This is an optimization exercise on Yosys and OpenROAD, whose aim is small area, not a production implementation. No functional check of the RTL was part of this run. Power is estimated from default activity; no workload was simulated.

==> flow/run.sh <==
#!/bin/bash
# The standard layout (standard synthesis, floorplan, placement, CTS, routing)
# with one change in how the layout is made: the port buffers use the
# smallest buffer cell (the resizer still upsizes any that need it).
set -o pipefail
bash standard.sh "BUFFER_PORTS_ARGS=-buffer_cell sky130_fd_sc_hd__buf_1" finish > standard.log 2>&1
==> config.mk <==
export PLATFORM = sky130hd
export DESIGN_NAME = pe_array
export DESIGN_NICKNAME = pe_array
export VERILOG_FILES = /design/flow/design.v
export SDC_FILE = /design/flow/constraint.sdc
export NUM_CORES = 4
export LEC_CHECK = 0
export ABC_AREA = 1
export CAP_MARGIN = 20
export CORE_MARGIN = 2
export CORE_UTILIZATION = 60
export CTS_CLUSTER_DIAMETER = 70
export CTS_CLUSTER_SIZE = 20
export GPL_TIMING_DRIVEN = 0
export SLEW_MARGIN = 20
export SYNTH_HIERARCHICAL = 1
==> design.v <==
module fa (input a, input b, input c, output s, output co);
  assign s  = a ^ b ^ c;
  assign co = (a & b) | (c & (a ^ b));
endmodule
module ha (input a, input b, output s, output co);
  assign s  = a ^ b;
  assign co = a & b;
endmodule
module pgt (input [15:0] p, input [7:0] a, output gt);
  wire hi0 = ~|p[15:7];
  wire hi1 = &p[15:7];
  wire [7:0] x = {~p[7], p[6:0]};
  wire [7:0] y = {~a[7], a[6:0]};
  wire [8:0] lgt;
  assign lgt[0] = 1'b0;
  genvar i;
  generate for (i = 0; i < 8; i = i + 1) begin : g_cmp
    assign lgt[i+1] = (x[i] & ~y[i]) | (x[i] & lgt[i]) | (~y[i] & lgt[i]);
  end endgenerate
  assign gt = (~p[15] & ~hi0) | ((hi0 | hi1) & lgt[8]);
endmodule
module pe_pair (
  input         clk_i,
  input         rst_ni,
  input         run_i,     
  input         acc_i,     
  input         max_i,     
  input         adde_i,    
  input         addl_i,
  input         fe_i,      
  input         fl_i,
  input  [7:0]  ane_i,     
  input  [7:0]  anl_i,
  input  [7:0]  ae_i,      
  input  [7:0]  al_i,
  input  [7:0]  b_i,       
  output [7:0]  psume_o,
  output [7:0]  psuml_o
);
  reg  [15:0] pe_q, r1_q, r2_q;
  reg         acc_q, comp_q, accc_q;   
  always @(posedge clk_i or negedge rst_ni) begin
    if (!rst_ni) begin
      acc_q <= 1'b0; comp_q <= 1'b0; accc_q <= 1'b0;
    end else begin
      acc_q  <= run_i & ~acc_i;
      comp_q <= ~run_i | acc_i;
      accc_q <= run_i & ~acc_i & ~max_i;
    end
  end
  wire        comp = comp_q;
  wire        accc = accc_q;
  wire        accm = acc_q & ~accc_q;
  reg         gtme_q, gtml_q;  
  wire gte, gtl;
  pgt u_gte (.p(pe_q), .a(ane_i), .gt(gte));
  pgt u_gtl (.p(r1_q), .a(anl_i), .gt(gtl));
  always @(posedge clk_i) begin
    gtme_q <= max_i & gte;
    gtml_q <= max_i & gtl;
  end
  wire [7:0]  at = acc_q ? al_i : ane_i;
  wire        bon = accc | comp;
  wire [7:0]  bt = {{7{bon}} & b_i[7:1], (bon & b_i[0]) | (accm & ~gtml_q)};
  wire        z2l = acc_q & gtml_q & addl_i;
  wire        z1l = acc_q & (addl_i ^ gtml_q);
  wire [15:0] zt = ({16{z1l}} & r2_q) | ({16{z2l}} & {r2_q[14:0], 1'b0});
  wire [15:0] t;
  wire m_pp1;
  wire m_pp2;
  wire m_pp3;
  wire m_pp4;
  wire m_pp5;
  wire m_pp6;
  wire m_pp7;
  wire m_pp8;
  wire m_pp9;
  wire m_pp10;
  wire m_pp11;
  wire m_pp12;
  wire m_pp13;
  wire m_pp14;
  wire m_pp15;
  wire m_pp16;
  wire m_pp17;
  wire m_pp18;
  wire m_pp19;
  wire m_pp20;
  wire m_pp21;
  wire m_pp22;
  wire m_pp23;
  wire m_pp24;
  wire m_pp25;
  wire m_pp26;
  wire m_pp27;
  wire m_pp28;
  wire m_pp29;
  wire m_pp30;
  wire m_pp31;
  wire m_pp32;
  wire m_pp33;
  wire m_pp34;
  wire m_pp35;
  wire m_pp36;
  wire m_pp37;
  wire m_pp38;
  wire m_pp39;
  wire m_pp40;
  wire m_pp41;
  wire m_pp42;
  wire m_pp43;
  wire m_pp44;
  wire m_pp45;
  wire m_pp46;
  wire m_pp47;
  wire m_pp48;
  wire m_pp49;
  wire m_pp50;
  wire m_pp51;
  wire m_pp52;
  wire m_pp53;
  wire m_pp54;
  wire m_pp55;
  wire m_pp56;
  wire m_pp57;
  wire m_pp58;
  wire m_pp59;
  wire m_pp60;
  wire m_pp61;
  wire m_pp62;
  wire m_pp63;
  wire m_pp64;
  wire m_s65;
  wire m_c66;
  wire m_s67;
  wire m_c68;
  wire m_s69;
  wire m_c70;
  wire m_s71;
  wire m_c72;
  wire m_s73;
  wire m_c74;
  wire m_s75;
  wire m_c76;
  wire m_s77;
  wire m_c78;
  wire m_s79;
  wire m_c80;
  wire m_s81;
  wire m_c82;
  wire m_s83;
  wire m_c84;
  wire m_s85;
  wire m_c86;
  wire m_s87;
  wire m_c88;
  wire m_s89;
  wire m_c90;
  wire m_s91;
  wire m_c92;
  wire m_s93;
  wire m_c94;
  wire m_s95;
  wire m_c96;
  wire m_s97;
  wire m_c98;
  wire m_s99;
  wire m_c100;
  wire m_s101;
  wire m_c102;
  wire m_s103;
  wire m_c104;
  wire m_s105;
  wire m_c106;
  wire m_s107;
  wire m_c108;
  wire m_s109;
  wire m_c110;
  wire m_s111;
  wire m_c112;
  wire m_s113;
  wire m_c114;
  wire m_s115;
  wire m_c116;
  wire m_s117;
  wire m_c118;
  wire m_s119;
  wire m_c120;
  wire m_s121;
  wire m_c122;
  wire m_s123;
  wire m_c124;
  wire m_s125;
  wire m_c126;
  wire m_s127;
  wire m_c128;
  wire m_s129;
  wire m_c130;
  wire m_s131;
  wire m_c132;
  wire m_s133;
  wire m_c134;
  wire m_s135;
  wire m_c136;
  wire m_s137;
  wire m_c138;
  wire m_s139;
  wire m_c140;
  wire m_s141;
  wire m_c142;
  wire m_s143;
  wire m_c144;
  wire m_s145;
  wire m_c146;
  wire m_s147;
  wire m_c148;
  wire m_s149;
  wire m_c150;
  wire m_s151;
  wire m_c152;
  wire m_s153;
  wire m_c154;
  wire m_s155;
  wire m_c156;
  wire m_s157;
  wire m_c158;
  wire m_s159;
  wire m_c160;
  wire m_s161;
  wire m_c162;
  wire m_s163;
  wire m_c164;
  wire m_s165;
  wire m_c166;
  wire m_s167;
  wire m_c168;
  wire m_s169;
  wire m_c170;
  wire m_s171;
  wire m_c172;
  wire m_s173;
  wire m_c174;
  wire m_s175;
  wire m_c176;
  wire m_s177;
  wire m_c178;
  wire m_s179;
  wire m_c180;
  wire m_s181;
  wire m_c182;
  wire m_s183;
  wire m_c184;
  wire m_s185;
  wire m_c186;
  wire m_s187;
  wire m_c188;
  wire m_s189;
  wire m_c190;
  wire m_s191;
  wire m_c192;
  wire m_o193;
  wire m_o194;
  wire m_p195;
  wire m_o196;
  wire m_p197;
  wire m_o198;
  wire m_p199;
  wire m_k200;
  wire m_s201;
  wire m_c202;
  wire m_s203;
  wire m_c204;
  wire m_s205;
  wire m_c206;
  wire m_s207;
  wire m_c208;
  wire m_o209;
  wire m_o210;
  wire m_p211;
  wire m_o212;
  wire m_p213;
  wire m_o214;
  wire m_p215;
  wire m_k216;
  wire m_s217;
  wire m_c218;
  wire m_s219;
  wire m_c220;
  wire m_s221;
  wire m_c222;
  wire m_s223;
  wire m_o224;
  wire m_o225;
  wire m_p226;
  wire m_o227;
  wire m_p228;
  wire m_o229;
  wire m_p230;
  wire m_o231;
  assign m_pp1 = at[0] & bt[0];
  assign m_pp2 = at[0] & bt[1];
  assign m_pp3 = at[0] & bt[2];
  assign m_pp4 = at[0] & bt[3];
  assign m_pp5 = at[0] & bt[4];
  assign m_pp6 = at[0] & bt[5];
  assign m_pp7 = at[0] & bt[6];
  assign m_pp8 = ~(at[0] & bt[7]);
  assign m_pp9 = at[1] & bt[0];
  assign m_pp10 = at[1] & bt[1];
  assign m_pp11 = at[1] & bt[2];
  assign m_pp12 = at[1] & bt[3];
  assign m_pp13 = at[1] & bt[4];
  assign m_pp14 = at[1] & bt[5];
  assign m_pp15 = at[1] & bt[6];
  assign m_pp16 = ~(at[1] & bt[7]);
  assign m_pp17 = at[2] & bt[0];
  assign m_pp18 = at[2] & bt[1];
  assign m_pp19 = at[2] & bt[2];
  assign m_pp20 = at[2] & bt[3];
  assign m_pp21 = at[2] & bt[4];
  assign m_pp22 = at[2] & bt[5];
  assign m_pp23 = at[2] & bt[6];
  assign m_pp24 = ~(at[2] & bt[7]);
  assign m_pp25 = at[3] & bt[0];
  assign m_pp26 = at[3] & bt[1];
  assign m_pp27 = at[3] & bt[2];
  assign m_pp28 = at[3] & bt[3];
  assign m_pp29 = at[3] & bt[4];
  assign m_pp30 = at[3] & bt[5];
  assign m_pp31 = at[3] & bt[6];
  assign m_pp32 = ~(at[3] & bt[7]);
  assign m_pp33 = at[4] & bt[0];
  assign m_pp34 = at[4] & bt[1];
  assign m_pp35 = at[4] & bt[2];
  assign m_pp36 = at[4] & bt[3];
  assign m_pp37 = at[4] & bt[4];
  assign m_pp38 = at[4] & bt[5];
  assign m_pp39 = at[4] & bt[6];
  assign m_pp40 = ~(at[4] & bt[7]);
  assign m_pp41 = at[5] & bt[0];
  assign m_pp42 = at[5] & bt[1];
  assign m_pp43 = at[5] & bt[2];
  assign m_pp44 = at[5] & bt[3];
  assign m_pp45 = at[5] & bt[4];
  assign m_pp46 = at[5] & bt[5];
  assign m_pp47 = at[5] & bt[6];
  assign m_pp48 = ~(at[5] & bt[7]);
  assign m_pp49 = at[6] & bt[0];
  assign m_pp50 = at[6] & bt[1];
  assign m_pp51 = at[6] & bt[2];
  assign m_pp52 = at[6] & bt[3];
  assign m_pp53 = at[6] & bt[4];
  assign m_pp54 = at[6] & bt[5];
  assign m_pp55 = at[6] & bt[6];
  assign m_pp56 = ~(at[6] & bt[7]);
  assign m_pp57 = ~(at[7] & bt[0]);
  assign m_pp58 = ~(at[7] & bt[1]);
  assign m_pp59 = ~(at[7] & bt[2]);
  assign m_pp60 = ~(at[7] & bt[3]);
  assign m_pp61 = ~(at[7] & bt[4]);
  assign m_pp62 = ~(at[7] & bt[5]);
  assign m_pp63 = ~(at[7] & bt[6]);
  assign m_pp64 = at[7] & bt[7];
  ha u_m_s65 (.a(m_pp14), .b(m_pp21), .s(m_s65), .co(m_c66));
  fa u_m_s67 (.a(m_pp15), .b(m_pp22), .c(m_pp29), .s(m_s67), .co(m_c68));
  ha u_m_s69 (.a(m_pp36), .b(m_pp43), .s(m_s69), .co(m_c70));
  fa u_m_s71 (.a(1'b1), .b(m_pp16), .c(m_pp23), .s(m_s71), .co(m_c72));
  fa u_m_s73 (.a(m_pp30), .b(m_pp37), .c(m_pp44), .s(m_s73), .co(m_c74));
  fa u_m_s75 (.a(m_pp24), .b(m_pp31), .c(m_pp38), .s(m_s75), .co(m_c76));
  ha u_m_s77 (.a(m_pp12), .b(m_pp19), .s(m_s77), .co(m_c78));
  fa u_m_s79 (.a(m_pp13), .b(m_pp20), .c(m_pp27), .s(m_s79), .co(m_c80));
  ha u_m_s81 (.a(m_pp34), .b(m_pp41), .s(m_s81), .co(m_c82));
  fa u_m_s83 (.a(m_pp28), .b(m_pp35), .c(m_pp42), .s(m_s83), .co(m_c84));
  fa u_m_s85 (.a(m_pp49), .b(m_pp7), .c(m_s65), .s(m_s85), .co(m_c86));
  fa u_m_s87 (.a(m_pp50), .b(m_pp57), .c(m_pp8), .s(m_s87), .co(m_c88));
  fa u_m_s89 (.a(m_c66), .b(m_s69), .c(m_s67), .s(m_s89), .co(m_c90));
  fa u_m_s91 (.a(m_pp51), .b(m_pp58), .c(m_c70), .s(m_s91), .co(m_c92));
  fa u_m_s93 (.a(m_c68), .b(m_s71), .c(m_s73), .s(m_s93), .co(m_c94));
  fa u_m_s95 (.a(m_pp45), .b(m_pp52), .c(m_pp59), .s(m_s95), .co(m_c96));
  fa u_m_s97 (.a(m_c72), .b(m_c74), .c(m_s75), .s(m_s97), .co(m_c98));
  fa u_m_s99 (.a(m_pp32), .b(m_pp39), .c(m_pp46), .s(m_s99), .co(m_c100));
  fa u_m_s101 (.a(m_pp53), .b(m_pp60), .c(m_c76), .s(m_s101), .co(m_c102));
  fa u_m_s103 (.a(m_pp40), .b(m_pp47), .c(m_pp54), .s(m_s103), .co(m_c104));
  ha u_m_s105 (.a(m_pp11), .b(m_pp18), .s(m_s105), .co(m_c106));
  fa u_m_s107 (.a(m_pp26), .b(m_pp33), .c(m_pp5), .s(m_s107), .co(m_c108));
  fa u_m_s109 (.a(m_pp6), .b(m_c78), .c(m_s81), .s(m_s109), .co(m_c110));
  fa u_m_s111 (.a(m_c82), .b(m_c80), .c(m_s83), .s(m_s111), .co(m_c112));
  fa u_m_s113 (.a(m_c84), .b(m_s87), .c(m_c86), .s(m_s113), .co(m_c114));
  fa u_m_s115 (.a(m_c88), .b(m_s91), .c(m_c90), .s(m_s115), .co(m_c116));
  fa u_m_s117 (.a(m_s95), .b(m_c92), .c(m_c94), .s(m_s117), .co(m_c118));
  fa u_m_s119 (.a(m_c96), .b(m_s99), .c(m_s101), .s(m_s119), .co(m_c120));
  fa u_m_s121 (.a(m_pp61), .b(m_c100), .c(m_s103), .s(m_s121), .co(m_c122));
  fa u_m_s123 (.a(m_pp48), .b(m_pp55), .c(m_pp62), .s(m_s123), .co(m_c124));
  ha u_m_s125 (.a(m_pp10), .b(m_pp17), .s(m_s125), .co(m_c126));
  fa u_m_s127 (.a(m_pp25), .b(m_pp4), .c(m_s105), .s(m_s127), .co(m_c128));
  fa u_m_s129 (.a(m_c106), .b(m_s77), .c(m_s107), .s(m_s129), .co(m_c130));
  fa u_m_s131 (.a(m_c108), .b(m_s79), .c(m_s109), .s(m_s131), .co(m_c132));
  fa u_m_s133 (.a(m_c110), .b(m_s85), .c(m_s111), .s(m_s133), .co(m_c134));
  fa u_m_s135 (.a(m_c112), .b(m_s89), .c(m_s113), .s(m_s135), .co(m_c136));
  fa u_m_s137 (.a(m_s93), .b(m_c114), .c(m_s115), .s(m_s137), .co(m_c138));
  fa u_m_s139 (.a(m_s97), .b(m_c116), .c(m_s117), .s(m_s139), .co(m_c140));
  fa u_m_s141 (.a(m_c98), .b(m_c118), .c(m_s119), .s(m_s141), .co(m_c142));
  fa u_m_s143 (.a(m_c102), .b(m_s121), .c(m_c120), .s(m_s143), .co(m_c144));
  fa u_m_s145 (.a(m_c104), .b(m_s123), .c(m_c122), .s(m_s145), .co(m_c146));
  fa u_m_s147 (.a(m_pp56), .b(m_pp63), .c(m_c124), .s(m_s147), .co(m_c148));
  fa u_m_s149 (.a(m_pp2), .b(m_pp9), .c(zt[1]), .s(m_s149), .co(m_c150));
  fa u_m_s151 (.a(m_pp3), .b(m_s125), .c(zt[2]), .s(m_s151), .co(m_c152));
  fa u_m_s153 (.a(m_c126), .b(m_s127), .c(zt[3]), .s(m_s153), .co(m_c154));
  fa u_m_s155 (.a(m_c128), .b(m_s129), .c(zt[4]), .s(m_s155), .co(m_c156));
  fa u_m_s157 (.a(m_c130), .b(m_s131), .c(zt[5]), .s(m_s157), .co(m_c158));
  fa u_m_s159 (.a(m_c132), .b(m_s133), .c(zt[6]), .s(m_s159), .co(m_c160));
  fa u_m_s161 (.a(m_c134), .b(m_s135), .c(zt[7]), .s(m_s161), .co(m_c162));
  fa u_m_s163 (.a(m_c136), .b(m_s137), .c(zt[8]), .s(m_s163), .co(m_c164));
  fa u_m_s165 (.a(m_c138), .b(m_s139), .c(zt[9]), .s(m_s165), .co(m_c166));
  fa u_m_s167 (.a(m_c140), .b(m_s141), .c(zt[10]), .s(m_s167), .co(m_c168));
  fa u_m_s169 (.a(m_c142), .b(m_s143), .c(zt[11]), .s(m_s169), .co(m_c170));
  fa u_m_s171 (.a(m_s145), .b(m_c144), .c(zt[12]), .s(m_s171), .co(m_c172));
  fa u_m_s173 (.a(m_s147), .b(m_c146), .c(zt[13]), .s(m_s173), .co(m_c174));
  fa u_m_s175 (.a(m_pp64), .b(m_c148), .c(zt[14]), .s(m_s175), .co(m_c176));
  ha u_m_s177 (.a(m_pp1), .b(zt[0]), .s(m_s177), .co(m_c178));
  ha u_m_s179 (.a(m_s149), .b(m_c178), .s(m_s179), .co(m_c180));
  fa u_m_s181 (.a(m_c150), .b(m_s151), .c(m_c180), .s(m_s181), .co(m_c182));
  fa u_m_s183 (.a(m_c152), .b(m_s153), .c(m_c182), .s(m_s183), .co(m_c184));
  ha u_m_s185 (.a(m_c154), .b(m_s155), .s(m_s185), .co(m_c186));
  fa u_m_s187 (.a(m_c156), .b(m_s157), .c(m_c186), .s(m_s187), .co(m_c188));
  fa u_m_s189 (.a(m_c158), .b(m_s159), .c(m_c188), .s(m_s189), .co(m_c190));
  fa u_m_s191 (.a(m_c160), .b(m_s161), .c(m_c190), .s(m_s191), .co(m_c192));
  assign m_o193 = m_s185 ^ m_c184;
  assign m_o194 = m_s187 ^ (m_c184 & m_s185);
  assign m_p195 = m_s185 & m_s187;
  assign m_o196 = m_s189 ^ (m_c184 & m_p195);
  assign m_p197 = m_p195 & m_s189;
  assign m_o198 = m_s191 ^ (m_c184 & m_p197);
  assign m_p199 = m_p197 & m_s191;
  assign m_k200 = m_c192 | (m_c184 & m_p199);
  ha u_m_s201 (.a(m_c162), .b(m_s163), .s(m_s201), .co(m_c202));
  fa u_m_s203 (.a(m_c164), .b(m_s165), .c(m_c202), .s(m_s203), .co(m_c204));
  fa u_m_s205 (.a(m_c166), .b(m_s167), .c(m_c204), .s(m_s205), .co(m_c206));
  fa u_m_s207 (.a(m_c168), .b(m_s169), .c(m_c206), .s(m_s207), .co(m_c208));
  assign m_o209 = m_s201 ^ m_k200;
  assign m_o210 = m_s203 ^ (m_k200 & m_s201);
  assign m_p211 = m_s201 & m_s203;
  assign m_o212 = m_s205 ^ (m_k200 & m_p211);
  assign m_p213 = m_p211 & m_s205;
  assign m_o214 = m_s207 ^ (m_k200 & m_p213);
  assign m_p215 = m_p213 & m_s207;
  assign m_k216 = m_c208 | (m_k200 & m_p215);
  ha u_m_s217 (.a(m_c170), .b(m_s171), .s(m_s217), .co(m_c218));
  fa u_m_s219 (.a(m_c172), .b(m_s173), .c(m_c218), .s(m_s219), .co(m_c220));
  fa u_m_s221 (.a(m_c174), .b(m_s175), .c(m_c220), .s(m_s221), .co(m_c222));
  assign m_s223 = zt[15] ^ m_c176 ^ m_c222;
  assign m_o224 = m_s217 ^ m_k216;
  assign m_o225 = m_s219 ^ (m_k216 & m_s217);
  assign m_p226 = m_s217 & m_s219;
  assign m_o227 = m_s221 ^ (m_k216 & m_p226);
  assign m_p228 = m_p226 & m_s221;
  assign m_o229 = m_s223 ^ (m_k216 & m_p228);
  assign m_p230 = m_p228 & m_s223;
  assign m_o231 = ~m_o229;
  assign t = {m_o231, m_o227, m_o225, m_o224, m_o214, m_o212, m_o210, m_o209, m_o198, m_o196, m_o194, m_o193, m_s183, m_s181, m_s179, m_s177};
  wire        z2e = acc_q & gtme_q & adde_i;
  wire        z1e = comp | (acc_q & (adde_i ^ gtme_q));
  wire [15:0] ze = ({16{z1e}} & pe_q) | ({16{z2e}} & {pe_q[14:0], 1'b0});
  wire        mxe = accm & ~gtme_q;
  wire [15:0] xe = ({16{accc}} & r1_q) | ({16{mxe}} & {{8{ae_i[7]}}, ae_i});
  wire [15:0] pe_d;
  wire a_s1;
  wire a_c2;
  wire a_s3;
  wire a_c4;
  wire a_s5;
  wire a_c6;
  wire a_s7;
  wire a_c8;
  wire a_s9;
  wire a_c10;
  wire a_s11;
  wire a_c12;
  wire a_s13;
  wire a_c14;
  wire a_s15;
  wire a_c16;
  wire a_s17;
  wire a_c18;
  wire a_s19;
  wire a_c20;
  wire a_s21;
  wire a_c22;
  wire a_o23;
  wire a_o24;
  wire a_p25;
  wire a_o26;
  wire a_p27;
  wire a_o28;
  wire a_p29;
  wire a_o30;
  wire a_p31;
  wire a_k32;
  wire a_s33;
  wire a_c34;
  wire a_s35;
  wire a_c36;
  wire a_s37;
  wire a_c38;
  wire a_s39;
  wire a_c40;
  wire a_s41;
  wire a_o42;
  wire a_o43;
  wire a_p44;
  wire a_o45;
  wire a_p46;
  wire a_o47;
  wire a_p48;
  wire a_o49;
  wire a_p50;
  ha u_a_s1 (.a(xe[0]), .b(ze[0]), .s(a_s1), .co(a_c2));
  fa u_a_s3 (.a(xe[1]), .b(ze[1]), .c(a_c2), .s(a_s3), .co(a_c4));
  fa u_a_s5 (.a(xe[2]), .b(ze[2]), .c(a_c4), .s(a_s5), .co(a_c6));
  fa u_a_s7 (.a(xe[3]), .b(ze[3]), .c(a_c6), .s(a_s7), .co(a_c8));
  fa u_a_s9 (.a(xe[4]), .b(ze[4]), .c(a_c8), .s(a_s9), .co(a_c10));
  fa u_a_s11 (.a(xe[5]), .b(ze[5]), .c(a_c10), .s(a_s11), .co(a_c12));
  ha u_a_s13 (.a(xe[6]), .b(ze[6]), .s(a_s13), .co(a_c14));
  fa u_a_s15 (.a(xe[7]), .b(ze[7]), .c(a_c14), .s(a_s15), .co(a_c16));
  fa u_a_s17 (.a(xe[8]), .b(ze[8]), .c(a_c16), .s(a_s17), .co(a_c18));
  fa u_a_s19 (.a(xe[9]), .b(ze[9]), .c(a_c18), .s(a_s19), .co(a_c20));
  fa u_a_s21 (.a(xe[10]), .b(ze[10]), .c(a_c20), .s(a_s21), .co(a_c22));
  assign a_o23 = a_s13 ^ a_c12;
  assign a_o24 = a_s15 ^ (a_c12 & a_s13);
  assign a_p25 = a_s13 & a_s15;
  assign a_o26 = a_s17 ^ (a_c12 & a_p25);
  assign a_p27 = a_p25 & a_s17;
  assign a_o28 = a_s19 ^ (a_c12 & a_p27);
  assign a_p29 = a_p27 & a_s19;
  assign a_o30 = a_s21 ^ (a_c12 & a_p29);
  assign a_p31 = a_p29 & a_s21;
  assign a_k32 = a_c22 | (a_c12 & a_p31);
  ha u_a_s33 (.a(xe[11]), .b(ze[11]), .s(a_s33), .co(a_c34));
  fa u_a_s35 (.a(xe[12]), .b(ze[12]), .c(a_c34), .s(a_s35), .co(a_c36));
  fa u_a_s37 (.a(xe[13]), .b(ze[13]), .c(a_c36), .s(a_s37), .co(a_c38));
  fa u_a_s39 (.a(xe[14]), .b(ze[14]), .c(a_c38), .s(a_s39), .co(a_c40));
  assign a_s41 = xe[15] ^ ze[15] ^ a_c40;
  assign a_o42 = a_s33 ^ a_k32;
  assign a_o43 = a_s35 ^ (a_k32 & a_s33);
  assign a_p44 = a_s33 & a_s35;
  assign a_o45 = a_s37 ^ (a_k32 & a_p44);
  assign a_p46 = a_p44 & a_s37;
  assign a_o47 = a_s39 ^ (a_k32 & a_p46);
  assign a_p48 = a_p46 & a_s39;
  assign a_o49 = a_s41 ^ (a_k32 & a_p48);
  assign a_p50 = a_p48 & a_s41;
  assign pe_d = {a_o49, a_o47, a_o45, a_o43, a_o42, a_o30, a_o28, a_o26, a_o24, a_o23, a_s11, a_s9, a_s7, a_s5, a_s3, a_s1};
  always @(posedge clk_i) begin
    pe_q <= pe_d;
    r1_q <= t;
    r2_q <= r1_q;
  end
  wire [7:0] pl = acc_q ? r2_q[15:8] : r1_q[15:8];
  assign psume_o = pe_q[15:8] & {8{~(acc_q & fe_i)}};
  assign psuml_o = pl & {8{~(acc_q & fl_i)}};
endmodule
module pe_array(
  input  clk_i,
  input  rst_ni,
  input  clr_i,
  output clr_o,
  input  we_i,
  output we_o,
  input  [1:0] mode_i,
  input  [64-1:0] srca_word_i,
  output [64-1:0] srca_word_o,
  input  [8-1:0] srcb_i,
  output [64-1:0] wordp_o
);
  reg         run_q, acc_q;
  reg  [63:0] srca_q;
  reg  [55:0] b_q;       
  reg  [8:1]  c_q;       
  reg         c9_q;
  reg  [9:0]  we_q;
  reg  [63:0] wordp_q;
  always @(posedge clk_i or negedge rst_ni) begin
    if (!rst_ni) begin
      run_q <= 1'b0; acc_q <= 1'b0;
      srca_q <= 64'd0; b_q <= 56'd0; c_q <= 8'd0; we_q <= 10'd0;
    end else begin
      run_q  <= 1'b1;
      acc_q  <= run_q & ~acc_q;
      srca_q <= srca_word_i;
      b_q    <= {b_q[47:0], srcb_i};
      c_q    <= {c_q[7:1], clr_i};
      we_q   <= {we_q[8:0], we_i};
    end
  end
  always @(posedge clk_i) begin
    c9_q <= c_q[8];
  end
  wire [9:1]  cc  = {c9_q, c_q};
  wire [63:0] psum;
  wire accmax = (mode_i == 2'b01);
  genvar j, k;
  generate for (j = 0; j < 4; j = j + 1) begin : g_pair
    localparam E = 2 * j + 1;
    localparam L = 2 * j;
    pe_pair u_pair (
      .clk_i  (clk_i),
      .rst_ni (rst_ni),
      .run_i  (run_q),
      .acc_i  (acc_q),
      .max_i  (accmax),
      .adde_i (~accmax & ~(cc[E+1] | cc[E+2])),
      .addl_i (~accmax & ~(cc[L+1] | cc[L+2])),
      .fe_i   (cc[E+2]),
      .fl_i   (cc[L+2]),
      .ane_i  (srca_word_i[8*E+7:8*E]),
      .anl_i  (srca_word_i[8*L+7:8*L]),
      .ae_i   (srca_q[8*E+7:8*E]),
      .al_i   (srca_q[8*L+7:8*L]),
      .b_i    (b_q[8*E-1:8*E-8]),
      .psume_o(psum[8*E+7:8*E]),
      .psuml_o(psum[8*L+7:8*L])
    );
  end endgenerate
  generate for (k = 0; k < 8; k = k + 1) begin : g_out
    always @(posedge clk_i or negedge rst_ni) begin
      if (!rst_ni) wordp_q[8*k+7:8*k] <= 8'd0;
      else if (we_q[2+k]) wordp_q[8*k+7:8*k] <= psum[8*k+7:8*k];
    end
  end endgenerate
  assign clr_o       = c_q[1];
  assign we_o        = we_q[0];
  assign srca_word_o = srca_q;
  assign wordp_o     = wordp_q;
endmodule
==> constraint.sdc <==
create_clock -name core_clock -period 6.0 [get_ports {clk_i}]
set_input_delay 1.2000 -clock core_clock [delete_from_list [all_inputs] [get_ports {clk_i}]]
set_output_delay 1.2000 -clock core_clock [all_outputs]
set_load 0.01 [all_outputs]
==> standard.sh <==
#!/bin/bash
# synth_recipe.tcl (not shown) runs the flow's synth.tcl, then flattens the netlist and writes it again
# the make line also repeats each setting of config.mk as NAME=value (left out here)
make -C /OpenROAD-flow-scripts/flow DESIGN_CONFIG=/design/flow/config.mk WORK_HOME=/design/flow/orfs CLKGATE_MAP_FILE= SYNTH_SCRIPT=/design/flow/synth_recipe.tcl "${@:-finish}"
==> metrics.md <==
| Metric | Value |
|---|---|
| Final Max Tran Viols | `0` |
| Area of the multi-input gates | `13800 sq um` |
| Vias in the first global route | `19600` |
| Via count | `18900` |
| Relative slew slack | `45.9%` |
| Slew @ Worst Pin | `0.810 ns` |
| R2R Setup Slk | `0.20 ns` |
| Global-route wire length before repair | `99400 um` |
| Layout area overhead | `12.5%` |
| Detail Route Antenna Nets | `0` |
| DRC | `0` |
| Row cnt | `75` |
| Status | `timing/DRC/antenna clean` |
| Clk slew on worst S/H paths | `0.08 ns` |
| Critical R2R Launch | `g_pair[0].u_pair.acc_q` |
| Placed Area | `26900 sq um` |
| Pre-CTS WS | `-0.696 ns` |
| Clk root buf | `clkbuf_16` |
| IO buf count | `207` |
| Final hold slack | `0.346 ns` |
| Power Density | `453 nW/um^2` |
| Final core utilization | `68.1%` |
| Initial core utilization | `60.5%` |
| Max Freq | `170 MHz` |
| Fraction of layout cells with a size suffix above 1 | `10.2%` |
| TritonCTS Buffers | `36` |
| Crit path from | `srca_word_i[10]` |
| WL per Instance | `16.8 um` |
| Most common cell in the netlist | `nand2_1` |
| Ant diodes | `0` |
| Critical path launch point type | `primary input` |
| Mean Syn Cell Area | `9.17 sq um` |
| Fillers | `3428` |
| Routability cong. | `0.904` |
| Post-synth EDFFs | `0` |
| Fin crit period | `5.87 ns` |
| Top cells by count, synth | `484 x nand2_1, 471 x inv_1, 288 x fa_1, 285 x nor2_1, 216 x dfrtp_1` |
| Skew final | `0.0230 ns` |
| Overflow after GRT | `0` |
| Worst hold path class | `register to register` |
| H-tree levels | `2` |
| R2R depth | `21` |
| CTS tree | `yes` |
| Final setup fails | `0` |
| Die Y | `210 um` |
| Hold_buf cts | `0` |
| Top FF cell, synth | `dfrtp_1` |
| Async SR Flop Fraction | `51.8%` |
| Fin area | `28500 sq um` |
| Die width | `210 um` |
| Max-Cap Viols | `0` |
| Post-Synthesis Cells | `2763` |
| Largest area contributor in the netlist | `fa_1` |
| Hold Path Stages | `0` |
| Data required time of the critical path | `6.51 ns` |
| Critical path endpoint category | `register` |
| Final Net Count | `3463` |
| Fin cells | `3586` |
| Total clock sinks | `417` |
| Synth top area share | `22.8%` |
| Total power | `12.9 mW` |
| Min-Delay Startpoint | `b_q[44]` |
| Max VDD drop | `0.288 mV` |
| Max FO, Critical Path | `7` |
| Pre-Repair DR Iteration Count | `5` |
| Ranking of synthesized cells by area | `fa_1 23%, dfrtp_1 21%, dfxtp_1 16%` |
| Syn nets | `3205` |
| Crit Path Class | `primary input to register` |
| Setup tns final | `0 ns` |
| Max clock buf depth | `3` |
| Core area | `41900 sq um` |
| # IOs | `208` |
| GRT Util Overall | `28.5%` |
| Largest net degree at the start of global routing | `33` |
| Final worst-path setup slack | `0.135 ns` |
| Arrival time of the worst setup path | `6.37 ns` |
| Unique masters post-synth | `38` |
| Final WL | `60200 um` |
| RR Endpoint | `g_pair[0].u_pair.r1_q[13]` |
| Initial DRC count | `1199` |
| Mapped Area | `25300 sq um` |
| Initial antenna violation count | `0` |
| Worst skew pair latency | `0.57 ns` |
| Register area share after synthesis | `37.2%` |
| Vias per Instance | `5.28` |
| Die area | `43900 sq um` |
| Hold Fails Final Rpt | `0` |
| #FFs+latches synth | `417` |
| Leakage | `14.2 nW` |
| Placed Cells | `3516` |
| Final period util | `97.8%` |
| Dpl hpwl | `48900 um` |
| Hold Path Sink | `b_q[52]` |
| Synthesis warning total | `8` |
| FF/Latch Area | `9430 sq um` |
[placed cells by master (no fill, tap or decap), drive strengths merged, types with 32 or more instances in the layout]
master / count
nor2: 306
nand4: 32
ha: 76
dfrtp: 216
fa: 288
clkbuf: 51
xor2: 40
inv: 543
nand2: 500
dfxtp: 201
o21ai: 200
o22ai: 140
nand3: 76
buf: 262
[per-layer routing]
metal	track usage, %	routed length, um	share of wire [%]
met5	0	0	0
met4	8.05	1550	2.6
met3	3.97	2840	4.7
met2	47.9	29200	49
met1	39.2	26600	44
[where the power goes]
group | leakage, nW | switching [mW] | total (mW) | internal (mW)
logic | 9.29 | 3.52 | 5.98 | 2.46
clock network | 0.622 | 1.20 | 2.54 | 1.35
registers | 4.27 | 0.652 | 4.38 | 3.73
total | 14.2 | 5.37 | 12.9 | 7.53
[what timing repair did]
| item | 4_1_cts | 5_1_grt |
|---|---|---|
| hold endpoints to repair | 0 | 0 |
| setup buffers | 0 | 6 |
| pin swaps | 0 | 6 |
| gates cloned | 0 | 0 |
| gates resized for setup | 9 | 64 |
| setup endpoints to repair | 7 | 16 |
[worst max-delay path, cell delays in order]
cell and delay (ns):
buf_2 0.14, inv_1 0.09, o21ai_2 0.17, inv_2 0.10, nor2_1 0.17, fa_1 0.47
fa_1 0.41, fa_1 0.54, fa_1 0.45, fa_1 0.48, ha_1 0.21, fa_1 0.38
fa_1 0.39, fa_1 0.52, inv_1 0.05, nor2_2 0.13, nand2_2 0.07, nand2_2 0.10
ha_1 0.16, xor2_1 0.13
[state kept, by name, summed over array words and instances (netlist names), 4 cells and up]
signal                cells
c_q                       8
wordp_q                  64
g_pair.u_pair.comp_q      4
g_pair.u_pair.r2_q       64
b_q                      56
g_pair.u_pair.acc_q       4
g_pair.u_pair.r1_q       64
g_pair.u_pair.gtml_q      4
srca_q                   64
g_pair.u_pair.gtme_q      4
g_pair.u_pair.pe_q       64
g_pair.u_pair.accc_q      4
we_q                     10
[final cells by class]
type	count	area share, %
Timing Repair Buffer	220	3.43
Buffer	52	1.31
Tap cell	539	2.37
Multi-Input combinational cell	1763	48.4
Inverter	531	7.01
Clock buffer	41	3.38
Sequential cell	417	33.1
Clock inverter	23	1.06
[Yosys stat by module (local to each module, per instance)]
| module | flip-flops and latches | cells inside |
|---|---|---|
| ha | 0 | 1 |
| pe_array | 205 | 435 |
| fa | 0 | 1 |
| pgt | 0 | 45 |
| pe_pair | 53 | 406 |
[logic make-up after synthesis]
kind of cell / synth area share, %
adders and majority gates: 26.5
AOI/OAI and AO/OA: 9.03
other: 0.0741
muxes: 0.217
buffers and inverters: 9.19
and+or+nand+nor: 16.1
DFF: 37.2
xor gates and xnor gates: 1.66
[how the worst max path moves through the flow]
stage / end / cells past startpoint
finish: g_pair[0].u_pair.r1_q[13] / 20
global route: g_pair[3].u_pair.r1_q[13] / 20
CTS: g_pair[1].u_pair.r1_q[13] / 20
detailed placement: g_pair[3].u_pair.r1_q[13] / 20
global placement: wordp_q[5] / 1
floorplan: g_pair[0].u_pair.r1_q[13] / 19

[what the ideal ports hide]
The flow's constraints put no driver on any port. The routed layout listed below was extracted and timed again, unchanged, in two steps.
Step 1: set_driving_cell puts a clkbuf_16 on clk_i and a buf_2 on each other input, an assumption about the parent block.
Step 2 adds t to the input delays and takes it off the output delays; t is the mean of the earliest and latest rising clock arrival at the registers after step 1. Input paths then give back, and output paths get back, about the clock's delay inside the block.
Slacks: ideal ports / drivers / drivers and shift; pairs: ideal ports / drivers.
t (ns): 0.614
setup WS [ns]: 0.135 / 0.170 / -0.444
worst data-port slew with drivers (ns): 0.05
cell pins on the clock port's net: 1
Met with ideal ports but missed after step 2: setup timing in this run. For this run, drivers alone change the setup slack by +0.035 ns; drivers and shift together by -0.579 ns.
